Background: an optimization exercise with open tools, aiming at small area. Do not read the settings as production practice. At most, simulation tests tie the RTL to the original design; equivalence was not proved. No activity file was given, so power comes from the tool's default toggle rates.

==> 03-07: inputs <==
// Top
module Top(clk,rst_n,rx,seq_rdy,data_ack,decoded_msg);
input clk,rst_n;
input [1:0]rx;
input seq_rdy;
output wire data_ack;
output wire [15:0] decoded_msg;
wire [1:0] currentState;
wire inputBit;
wire frame_end;
wire phase7;
wire [2:0] hamming_dist;
control c1(
	.clk(clk),
	.rst_n(rst_n),
	.seq_rdy(seq_rdy),
	.data_ack(data_ack),
	.currentState(currentState),
	.inputBit(inputBit),
	.frame_end(frame_end),
	.phase7(phase7)
);
BMU b1(
	.rec_code(rx),
	.hamming_dist(hamming_dist),
	.currentState(currentState),
	.inputBit(inputBit)
);
PMU p1(
	.clk(clk),
	.rst_n(rst_n),
	.hamming_dist(hamming_dist),
	.currentState(currentState),
	.inputBit(inputBit),
	.frame_end(frame_end),
	.phase7(phase7),
	.decoded_msg(decoded_msg)
);
endmodule
==> module control, before the edit <==
module control(clk,rst_n,seq_rdy,data_ack,currentState,inputBit,frame_end,phase7);
	input clk,rst_n;
	input seq_rdy;
	output data_ack;
	output reg [1:0] currentState;
	output inputBit;
	output frame_end;
	output phase7;
	reg [2:0] phase;
	reg first;
	assign inputBit  = ~phase[0];
	assign data_ack  = (phase == 3'd1);
	assign frame_end = (phase == 3'd0) & ~first;
	assign phase7    = (phase == 3'd7);
	always@(posedge clk or negedge rst_n)begin
		if(!rst_n)begin
			currentState <= 2'b11;
		end else if(seq_rdy && inputBit)begin
			currentState <= currentState + 2'd1;
		end
	end
	always@(posedge clk or negedge rst_n)begin
		if(!rst_n)begin
			phase <= 3'd0;
			first <= 1'b1;
		end else begin
			phase <= phase + 3'd1;
			first <= 1'b0;
		end
	end
endmodule
==> module PMU, before the edit <==
module PMU (
    input clk,
    input rst_n,
    input [2:0] hamming_dist,
    input [1:0] currentState,
    input inputBit,
    input frame_end,
    input phase7,
	output [15:0] decoded_msg
	);
reg [1:0] path_metrics [0:3];
reg [1:0] new_metrics [0:3];
wire [2:0] candidate_metric;
wire [1:0] nextState;
wire [51:0] survf;
wire [12:0] surv0 = survf[12:0], surv1 = survf[25:13], surv2 = survf[38:26], surv3 = survf[51:39];
reg [12:0] surv_rd;
reg [1:0] ptr [0:3];
reg [12:1] pend;
reg [3:0] bit_count;
reg [1:0] min_value;
reg [1:0] final_state;
reg [3:0] valid_count;
reg [12:0] dmsg;
wire clear;
reg pend_zero;
wire masked;
wire better;
wire [11:0] src;
integer i;
function [12:0] smask;
	input [1:0] k;
	begin
		smask = {11'h7ff, k[0], k[1]};
	end
endfunction
assign decoded_msg = {3'b000, dmsg};
assign nextState = {inputBit, currentState[1]};
assign candidate_metric = {1'b0, path_metrics[currentState]} + hamming_dist;
assign better = candidate_metric < {1'b0, new_metrics[nextState]};
assign clear = (bit_count == 4'd15);
assign masked = (bit_count == 4'd0);
wire [1:0] rd_sel = frame_end ? currentState : final_state;
always @(*) begin
	case (rd_sel)
		2'd0: surv_rd = surv0;
		2'd1: surv_rd = surv1;
		2'd2: surv_rd = surv2;
		default: surv_rd = surv3;
	endcase
end
assign src = surv_rd[11:0];
always @(posedge clk or negedge rst_n) begin
	if (!rst_n) begin
		path_metrics[0] <= 2'd0;
		path_metrics[1] <= 2'd3;
		path_metrics[2] <= 2'd3;
		path_metrics[3] <= 2'd3;
	end else if (frame_end) begin
		for (i = 0; i < 4; i = i + 1)
			path_metrics[i] <= new_metrics[i];
	end
end
always @(posedge clk or negedge rst_n) begin
	if (!rst_n) begin
		for (i = 0; i < 4; i = i + 1)
			new_metrics[i] <= 2'd3;
	end else if (frame_end && valid_count < 12) begin
		for (i = 0; i < 4; i = i + 1)
			new_metrics[i] <= 2'd3;
	end else if (better) begin
		new_metrics[nextState] <= candidate_metric[1:0];
	end
end
wire [3:0] hold, sel_a, sel_b, sel_p;
genvar g;
generate
	for (g = 0; g < 4; g = g + 1) begin : res
		reg [12:0] q;
		wire mk = masked & (g >= 2);
		assign hold[g]  = ~frame_end | (ptr[g] == 2'd0);
		assign sel_a[g] = frame_end & (ptr[g] == 2'd1) & ~mk;
		assign sel_b[g] = frame_end & (ptr[g] == 2'd2) & ~mk;
		assign sel_p[g] = frame_end & (ptr[g] == 2'd3) & (g >= 2) & ~pend_zero;
		wire [12:0] sa = survf[(g % 2) * 26 +: 13];
		wire [12:0] sb = survf[(g % 2) * 26 + 13 +: 13];
		wire [12:0] nxt = ( ({13{hold[g]}} & q)
		                  | ({13{sel_a[g]}} & {sa[11:0], 1'b1})
		                  | ({13{sel_b[g]}} & {sb[11:0], 1'b1})
		                  | ({13{sel_p[g]}} & {pend, 1'b1})
		                  | {12'd0, ~hold[g] & (g >= 2)} ) & smask(g);
		always @(posedge clk or negedge rst_n) begin
			if (!rst_n)
				q <= 13'd0;
			else
				q <= nxt;
		end
		assign survf[g * 13 +: 13] = q;
	end
endgenerate
always @(posedge clk or negedge rst_n) begin
	if (!rst_n) begin
		for (i = 0; i < 4; i = i + 1)
			ptr[i] <= 2'd0;
	end else begin
		if (frame_end) begin
			for (i = 0; i < 4; i = i + 1)
				ptr[i] <= 2'd0;
		end
		if (better) begin
			if (frame_end)
				ptr[nextState] <= 2'd3;
			else if (masked && !nextState[1])
				ptr[nextState] <= 2'd3;
			else
				ptr[nextState] <= currentState[0] ? 2'd2 : 2'd1;
		end
	end
end
always @(posedge clk or negedge rst_n) begin
	if (!rst_n) begin
		pend <= 12'd0;
		pend_zero <= 1'b0;
	end else if (frame_end && better) begin
		pend <= src;
		pend_zero <= masked;
	end
end
always @(posedge clk or negedge rst_n) begin
	if (!rst_n) begin
		bit_count <= 4'd0;
	end else if (clear) begin
		bit_count <= 4'd0;
	end else if (frame_end) begin
		bit_count <= bit_count + 4'd1;
	end
end
always @(posedge clk or negedge rst_n) begin
	if (!rst_n) begin
		dmsg <= 13'd0;
	end else if (clear) begin
		dmsg <= surv_rd;
	end
end
always @(posedge clk or negedge rst_n) begin
	if (!rst_n) begin
		min_value <= 2'b0;
		final_state <= 2'b0;
	end else begin
		min_value <= new_metrics[0];
		if (new_metrics[1] < min_value) begin
			min_value <= new_metrics[1];
			final_state <= 2'd1;
		end else if (new_metrics[2] < min_value) begin
			min_value <= new_metrics[2];
			final_state <= 2'd2;
		end else if (new_metrics[3] < min_value) begin
			min_value <= new_metrics[3];
			final_state <= 2'd3;
		end
	end
end
always @(posedge clk or negedge rst_n) begin
	if (!rst_n) begin
		valid_count <= 4'd0;
	end else if (phase7) begin
		valid_count <= valid_count + 4'd1;
	end
end
endmodule
Settings: LEC_CHECK=0, CAP_MARGIN=20, CORE_MARGIN=2, CORE_UTILIZATION=40, SLEW_MARGIN=20; clock period 5.0 ns.
standard.sh (not shown) runs the stock make flow with config.mk's settings and CLKGATE_MAP_FILE= SYNTH_SCRIPT=/design/flow/synth_recipe.tcl, a recipe that flattens the netlist after the stock synthesis.
==> flow/flow/run.sh <==
#!/bin/bash
# The standard ORFS layout (the standard.sh, unchanged synthesis), with:
#  - clock tree from small clock buffers and no dummy balancing loads,
#  - the smallest buffer on every input and output port,

#    with slack.
# ORFS writes each tool's log under orfs/logs; make's own output goes to
# flow_make.log.
set -euo pipefail
bash standard.sh \
  "CTS_ARGS=-sink_clustering_enable -repair_clock_nets -dont_use_dummy_load -buf_list {sky130_fd_sc_hd__clkbuf_4 sky130_fd_sc_hd__clkbuf_2}" \
  "BUFFER_PORTS_ARGS=-buffer_cell sky130_fd_sc_hd__buf_1" \
  finish > flow_make.log 2>&1
==> 07-12 (differences from 03-07) <==
--- a/flow/design.v
+++ b/flow/design.v
@@ -6,9 +6,7 @@
 	output inputBit;
-	output frame_end;
+	output reg frame_end;
 	output phase7;
 	reg [2:0] phase;
-	reg first;
 	assign inputBit  = ~phase[0];
 	assign data_ack  = (phase == 3'd1);
-	assign frame_end = (phase == 3'd0) & ~first;
 	assign phase7    = (phase == 3'd7);
@@ -24,6 +22,6 @@
 			phase <= 3'd0;
-			first <= 1'b1;
+			frame_end <= 1'b0;
 		end else begin
 			phase <= phase + 3'd1;
-			first <= 1'b0;
+			frame_end <= phase7;
 		end
@@ -53,4 +51,14 @@
 	);
-reg [1:0] path_metrics [0:3];
-reg [1:0] new_metrics [0:3];
+reg [1:0] pm_n [0:3];
+reg [1:0] nm_n [0:3];
+wire [1:0] path_metrics [0:3];
+wire [1:0] new_metrics [0:3];
+assign path_metrics[0] = ~pm_n[0];
+assign path_metrics[1] = ~pm_n[1];
+assign path_metrics[2] = ~pm_n[2];
+assign path_metrics[3] = ~pm_n[3];
+assign new_metrics[0] = ~nm_n[0];
+assign new_metrics[1] = ~nm_n[1];
+assign new_metrics[2] = ~nm_n[2];
+assign new_metrics[3] = ~nm_n[3];
 wire [2:0] candidate_metric;
@@ -97,20 +105,20 @@
 	if (!rst_n) begin
-		path_metrics[0] <= 2'd0;
-		path_metrics[1] <= 2'd3;
-		path_metrics[2] <= 2'd3;
-		path_metrics[3] <= 2'd3;
+		pm_n[0] <= 2'd3;
+		pm_n[1] <= 2'd0;
+		pm_n[2] <= 2'd0;
+		pm_n[3] <= 2'd0;
 	end else if (frame_end) begin
 		for (i = 0; i < 4; i = i + 1)
-			path_metrics[i] <= new_metrics[i];
-	end
-end
-always @(posedge clk or negedge rst_n) begin
-	if (!rst_n) begin
-		for (i = 0; i < 4; i = i + 1)
-			new_metrics[i] <= 2'd3;
+			pm_n[i] <= nm_n[i];
+	end
+end
+always @(posedge clk or negedge rst_n) begin
+	if (!rst_n) begin
+		for (i = 0; i < 4; i = i + 1)
+			nm_n[i] <= 2'd0;
 	end else if (frame_end && valid_count < 12) begin
 		for (i = 0; i < 4; i = i + 1)
-			new_metrics[i] <= 2'd3;
+			nm_n[i] <= 2'd0;
 	end else if (better) begin
-		new_metrics[nextState] <= candidate_metric[1:0];
+		nm_n[nextState] <= ~candidate_metric[1:0];
 	end
==> flow/flow/run.sh (replaced) <==
#!/bin/bash
# The standard ORFS layout (the standard.sh, with its unchanged synthesis),
# except that:
#  - the clock tree is built from small clock buffers, without dummy
#    balancing loads;
#  - every input and output port gets the smallest buffer (buf_1);
#  - after global routing, power recovery downsizes cells on paths with
#    slack, and flow/post_grt.tcl then repairs slew and capacitance again.
# ORFS writes each tool's log under orfs/logs; make's own output goes to
# flow_make.log.
set -euo pipefail
bash standard.sh \
  "CTS_ARGS=-sink_clustering_enable -repair_clock_nets -dont_use_dummy_load -buf_list {sky130_fd_sc_hd__clkbuf_4 sky130_fd_sc_hd__clkbuf_2}" \
  "BUFFER_PORTS_ARGS=-buffer_cell sky130_fd_sc_hd__buf_1" \
  RECOVER_POWER=100 \
  "POST_GLOBAL_ROUTE_TCL=$(pwd)/flow/post_grt.tcl" \
  finish > flow_make.log 2>&1
==> flow/flow/post_grt.tcl (new file) <==
# Runs after global routing and power recovery (which downsizes cells on paths
# with slack): repair max slew and capacitance again, since power recovery
# does not keep them, then re-legalise, re-route the changed nets and rewrite
# the route guides for the detailed router.
log_cmd global_route -start_incremental
repair_design_helper
log_cmd detailed_placement
log_cmd global_route -end_incremental
log_cmd estimate_parasitics -global_routing
write_guides $::env(RESULTS_DIR)/route.guide
Settings changed: CORE_UTILIZATION 40 to 60, GPL_TIMING_DRIVEN from default to 0.
==> 12-05 (differences from 03-07) <==
--- a/flow/design.v
+++ b/flow/design.v
@@ -57,5 +57,3 @@
 wire [1:0] nextState;
-wire [51:0] survf;
-wire [12:0] surv0 = survf[12:0], surv1 = survf[25:13], surv2 = survf[38:26], surv3 = survf[51:39];
-reg [12:0] surv_rd;
+reg [12:0] surv [0:3];
 reg [1:0] ptr [0:3];
@@ -68,3 +66,2 @@
 wire clear;
-reg pend_zero;
 wire masked;
@@ -79,2 +76,20 @@
 endfunction
+function [12:0] resolve;
+	input [1:0] k;
+	input [1:0] p;
+	input [12:0] cur;
+	input [12:0] sa;
+	input [12:0] sb;
+	input [12:1] pd;
+	input msk;
+	begin
+		case (p)
+			2'd0: resolve = cur;
+			2'd1: resolve = msk ? {12'd0, k[1]} : {sa[11:0], k[1]};
+			2'd2: resolve = msk ? {12'd0, k[1]} : {sb[11:0], k[1]};
+			default: resolve = k[1] ? {pd, 1'b1} : 13'd0;
+		endcase
+		resolve = resolve & smask(k);
+	end
+endfunction
 assign decoded_msg = {3'b000, dmsg};
@@ -85,12 +100,3 @@
 assign masked = (bit_count == 4'd0);
-wire [1:0] rd_sel = frame_end ? currentState : final_state;
-always @(*) begin
-	case (rd_sel)
-		2'd0: surv_rd = surv0;
-		2'd1: surv_rd = surv1;
-		2'd2: surv_rd = surv2;
-		default: surv_rd = surv3;
-	endcase
-end
-assign src = surv_rd[11:0];
+assign src = masked ? 12'd0 : surv[currentState][11:0];
 always @(posedge clk or negedge rst_n) begin
@@ -117,28 +123,12 @@
 end
-wire [3:0] hold, sel_a, sel_b, sel_p;
-genvar g;
-generate
-	for (g = 0; g < 4; g = g + 1) begin : res
-		reg [12:0] q;
-		wire mk = masked & (g >= 2);
-		assign hold[g]  = ~frame_end | (ptr[g] == 2'd0);
-		assign sel_a[g] = frame_end & (ptr[g] == 2'd1) & ~mk;
-		assign sel_b[g] = frame_end & (ptr[g] == 2'd2) & ~mk;
-		assign sel_p[g] = frame_end & (ptr[g] == 2'd3) & (g >= 2) & ~pend_zero;
-		wire [12:0] sa = survf[(g % 2) * 26 +: 13];
-		wire [12:0] sb = survf[(g % 2) * 26 + 13 +: 13];
-		wire [12:0] nxt = ( ({13{hold[g]}} & q)
-		                  | ({13{sel_a[g]}} & {sa[11:0], 1'b1})
-		                  | ({13{sel_b[g]}} & {sb[11:0], 1'b1})
-		                  | ({13{sel_p[g]}} & {pend, 1'b1})
-		                  | {12'd0, ~hold[g] & (g >= 2)} ) & smask(g);
-		always @(posedge clk or negedge rst_n) begin
-			if (!rst_n)
-				q <= 13'd0;
-			else
-				q <= nxt;
-		end
-		assign survf[g * 13 +: 13] = q;
-	end
-endgenerate
+always @(posedge clk or negedge rst_n) begin
+	if (!rst_n) begin
+		for (i = 0; i < 4; i = i + 1)
+			surv[i] <= 13'd0;
+	end else if (frame_end) begin
+		for (i = 0; i < 4; i = i + 1)
+			surv[i] <= resolve(i, ptr[i], surv[i], surv[{i[0], 1'b0}],
+			                   surv[{i[0], 1'b1}], pend, masked & i[1]);
+	end
+end
 always @(posedge clk or negedge rst_n) begin
@@ -165,6 +155,4 @@
 		pend <= 12'd0;
-		pend_zero <= 1'b0;
 	end else if (frame_end && better) begin
 		pend <= src;
-		pend_zero <= masked;
 	end
@@ -184,3 +172,3 @@
 	end else if (clear) begin
-		dmsg <= surv_rd;
+		dmsg <= surv[final_state];
 	end
==> flow/run.sh (new file) <==
#!/bin/bash
# synth_recipe.tcl (not shown) runs the flow's synth.tcl, then flattens the netlist and writes it again
# the make line also repeats each setting of config.mk as NAME=value (left out here)
make -C /OpenROAD-flow-scripts/flow DESIGN_CONFIG=/design/flow/config.mk WORK_HOME=/design/flow/orfs CLKGATE_MAP_FILE= SYNTH_SCRIPT=/design/flow/synth_recipe.tcl finish
removed: flow/flow/run.sh
removed: flow/standard.sh
==> 04-10 (differences from 03-07) <==
--- a/flow/design.v
+++ b/flow/design.v
@@ -6,9 +6,7 @@
 	output inputBit;
-	output frame_end;
+	output reg frame_end;
 	output phase7;
 	reg [2:0] phase;
-	reg first;
 	assign inputBit  = ~phase[0];
 	assign data_ack  = (phase == 3'd1);
-	assign frame_end = (phase == 3'd0) & ~first;
 	assign phase7    = (phase == 3'd7);
@@ -24,6 +22,6 @@
 			phase <= 3'd0;
-			first <= 1'b1;
+			frame_end <= 1'b0;
 		end else begin
 			phase <= phase + 3'd1;
-			first <= 1'b0;
+			frame_end <= phase7;
 		end
@@ -53,4 +51,14 @@
 	);
-reg [1:0] path_metrics [0:3];
-reg [1:0] new_metrics [0:3];
+reg [1:0] pm_n [0:3];
+reg [1:0] nm_n [0:3];
+wire [1:0] path_metrics [0:3];
+wire [1:0] new_metrics [0:3];
+assign path_metrics[0] = ~pm_n[0];
+assign path_metrics[1] = ~pm_n[1];
+assign path_metrics[2] = ~pm_n[2];
+assign path_metrics[3] = ~pm_n[3];
+assign new_metrics[0] = ~nm_n[0];
+assign new_metrics[1] = ~nm_n[1];
+assign new_metrics[2] = ~nm_n[2];
+assign new_metrics[3] = ~nm_n[3];
 wire [2:0] candidate_metric;
@@ -97,20 +105,20 @@
 	if (!rst_n) begin
-		path_metrics[0] <= 2'd0;
-		path_metrics[1] <= 2'd3;
-		path_metrics[2] <= 2'd3;
-		path_metrics[3] <= 2'd3;
+		pm_n[0] <= 2'd3;
+		pm_n[1] <= 2'd0;
+		pm_n[2] <= 2'd0;
+		pm_n[3] <= 2'd0;
 	end else if (frame_end) begin
 		for (i = 0; i < 4; i = i + 1)
-			path_metrics[i] <= new_metrics[i];
-	end
-end
-always @(posedge clk or negedge rst_n) begin
-	if (!rst_n) begin
-		for (i = 0; i < 4; i = i + 1)
-			new_metrics[i] <= 2'd3;
+			pm_n[i] <= nm_n[i];
+	end
+end
+always @(posedge clk or negedge rst_n) begin
+	if (!rst_n) begin
+		for (i = 0; i < 4; i = i + 1)
+			nm_n[i] <= 2'd0;
 	end else if (frame_end && valid_count < 12) begin
 		for (i = 0; i < 4; i = i + 1)
-			new_metrics[i] <= 2'd3;
+			nm_n[i] <= 2'd0;
 	end else if (better) begin
-		new_metrics[nextState] <= candidate_metric[1:0];
+		nm_n[nextState] <= ~candidate_metric[1:0];
 	end
@@ -162,7 +170,4 @@
 end
-always @(posedge clk or negedge rst_n) begin
-	if (!rst_n) begin
-		pend <= 12'd0;
-		pend_zero <= 1'b0;
-	end else if (frame_end && better) begin
+always @(posedge clk) begin
+	if (frame_end && better) begin
 		pend <= src;
==> flow/flow/run.sh (replaced) <==
#!/bin/bash
# The standard ORFS layout (the standard.sh, with its unchanged synthesis),
# except that:
#  - the clock tree is built from small clock buffers, without dummy
#    balancing loads;
#  - every input and output port gets the smallest buffer (buf_1);
#  - after global routing, power recovery downsizes cells on paths with
#    slack, and flow/post_grt.tcl then repairs slew and capacitance again.
# ORFS writes each tool's log under orfs/logs; make's own output goes to
# flow_make.log.
set -euo pipefail
bash standard.sh \
  "CTS_ARGS=-sink_clustering_enable -repair_clock_nets -dont_use_dummy_load -buf_list {sky130_fd_sc_hd__clkbuf_4 sky130_fd_sc_hd__clkbuf_2}" \
  "BUFFER_PORTS_ARGS=-buffer_cell sky130_fd_sc_hd__buf_1" \
  RECOVER_POWER=100 \
  "POST_GLOBAL_ROUTE_TCL=$(pwd)/flow/post_grt.tcl" \
  finish > flow_make.log 2>&1
==> flow/flow/post_grt.tcl (new file) <==
# Runs after global routing and power recovery (which downsizes cells on paths
# with slack): repair max slew and capacitance again, since power recovery
# does not keep them, then re-legalise, re-route the changed nets and rewrite
# the route guides for the detailed router.
log_cmd global_route -start_incremental
repair_design_helper
log_cmd detailed_placement
log_cmd global_route -end_incremental
log_cmd estimate_parasitics -global_routing
write_guides $::env(RESULTS_DIR)/route.guide
Settings changed: CORE_UTILIZATION 40 to 60.
==> qor summary <==
                                                                                    12-05                     04-10                     07-12                     03-07
Synthesized area per cell                                                       10.1 um^2                 11.1 um^2                 11.3 um^2                 10.4 um^2
Final instance area                                                             7290 um^2                 6150 um^2                 5990 um^2                 6110 um^2
Met1 wire length                                                                  7400 um                   6290 um                   5390 um                   6280 um
Pin count of the biggest net entering global routing                                   57                        75                        35                        59
WP data required                                                                  5300 ps                   5360 ps                   5380 ps                   5400 ps
Startpoint of the worst hold path                                   p1.path_metrics[3][0]                         -         p1.valid_count[3]     p1.path_metrics[1][1]
Routed wire length on met2                                                        7930 um                   5890 um                   6790 um                   6910 um
Status                                                   no timing/DRC/antenna violations  no timing/DRC/antenna violations  no timing/DRC/antenna violations  no timing/DRC/antenna violations
Static Leak                                                                    0.00325 uW                0.00261 uW                0.00270 uW                0.00267 uW
Endpoint of the lowest-slack register-to-register path                         p1.pend[7]             p1.nm_n[3][1]                p1.pend[8]               p1.pend[10]
Clock-net power                                                                   1200 uW                    447 uW                    438 uW                    448 uW
Maximum frequency from static timing analysis                                   0.221 GHz                 0.233 GHz                 0.223 GHz                 0.274 GHz
Clock Skews                                                                       7.72 ps                   30.2 ps                   27.3 ps                   26.8 ps
Post-route clock period utilization                                                 90.4%                     85.8%                     89.8%                     72.9%
Number of standard cells in the layout, taps in and fillers out                       872                       668                       649                       753
Highest-delay cell along the critical path                       sky130_fd_sc_hd__dfstp_2  sky130_fd_sc_hd__dfstp_1  sky130_fd_sc_hd__dfstp_2  sky130_fd_sc_hd__dfstp_2
Seq. pwr                                                                          1690 uW                   1490 uW                   1190 uW                   1390 uW
Pre-Repair DR Iteration Count                                                           5                         5                         9                         5
Biggest consumer                                                      combinational logic          sequential cells          sequential cells          sequential cells
Function not checked in 04-10: the RTL went through the layout flow alone.

[what the ideal ports hide]
How much do the figures lean on ideal ports? The routed layouts below were timed once more, with nothing changed but the port constraints. Step 1, drivers: a clkbuf_16 drives clk and a buf_2 each remaining input, both assumed. Step 2 adds t to the input delays and takes it off the output delays; t is the mean of the earliest and latest rising clock arrival at the registers after step 1. Input paths then give back, and output paths get back, about the clock's delay inside the block. Slacks: ideal / step 1 / step 2; pairs: ideal / step 1.
run	t (ns)	slack for setup (ns)	slew at the worst register clock pin (ns)	cell pins on the clock port's net
03-07	0.546	1.356 / 1.356 / 1.185	0.10 / 0.10	1
07-12	0.531	0.512 / 0.512 / 0.406	0.10 / 0.10	1
12-05	0.456	0.481 / 0.481 / 0.184	0.06 / 0.06	1
04-10	0.539	0.708 / 0.708 / 0.708	0.10 / 0.10	1
After both steps setup and hold are still met in every run listed. The setup slack of 12-05, which loses most, moves by 0.000 ns with the drivers and by -0.297 ns with both steps.
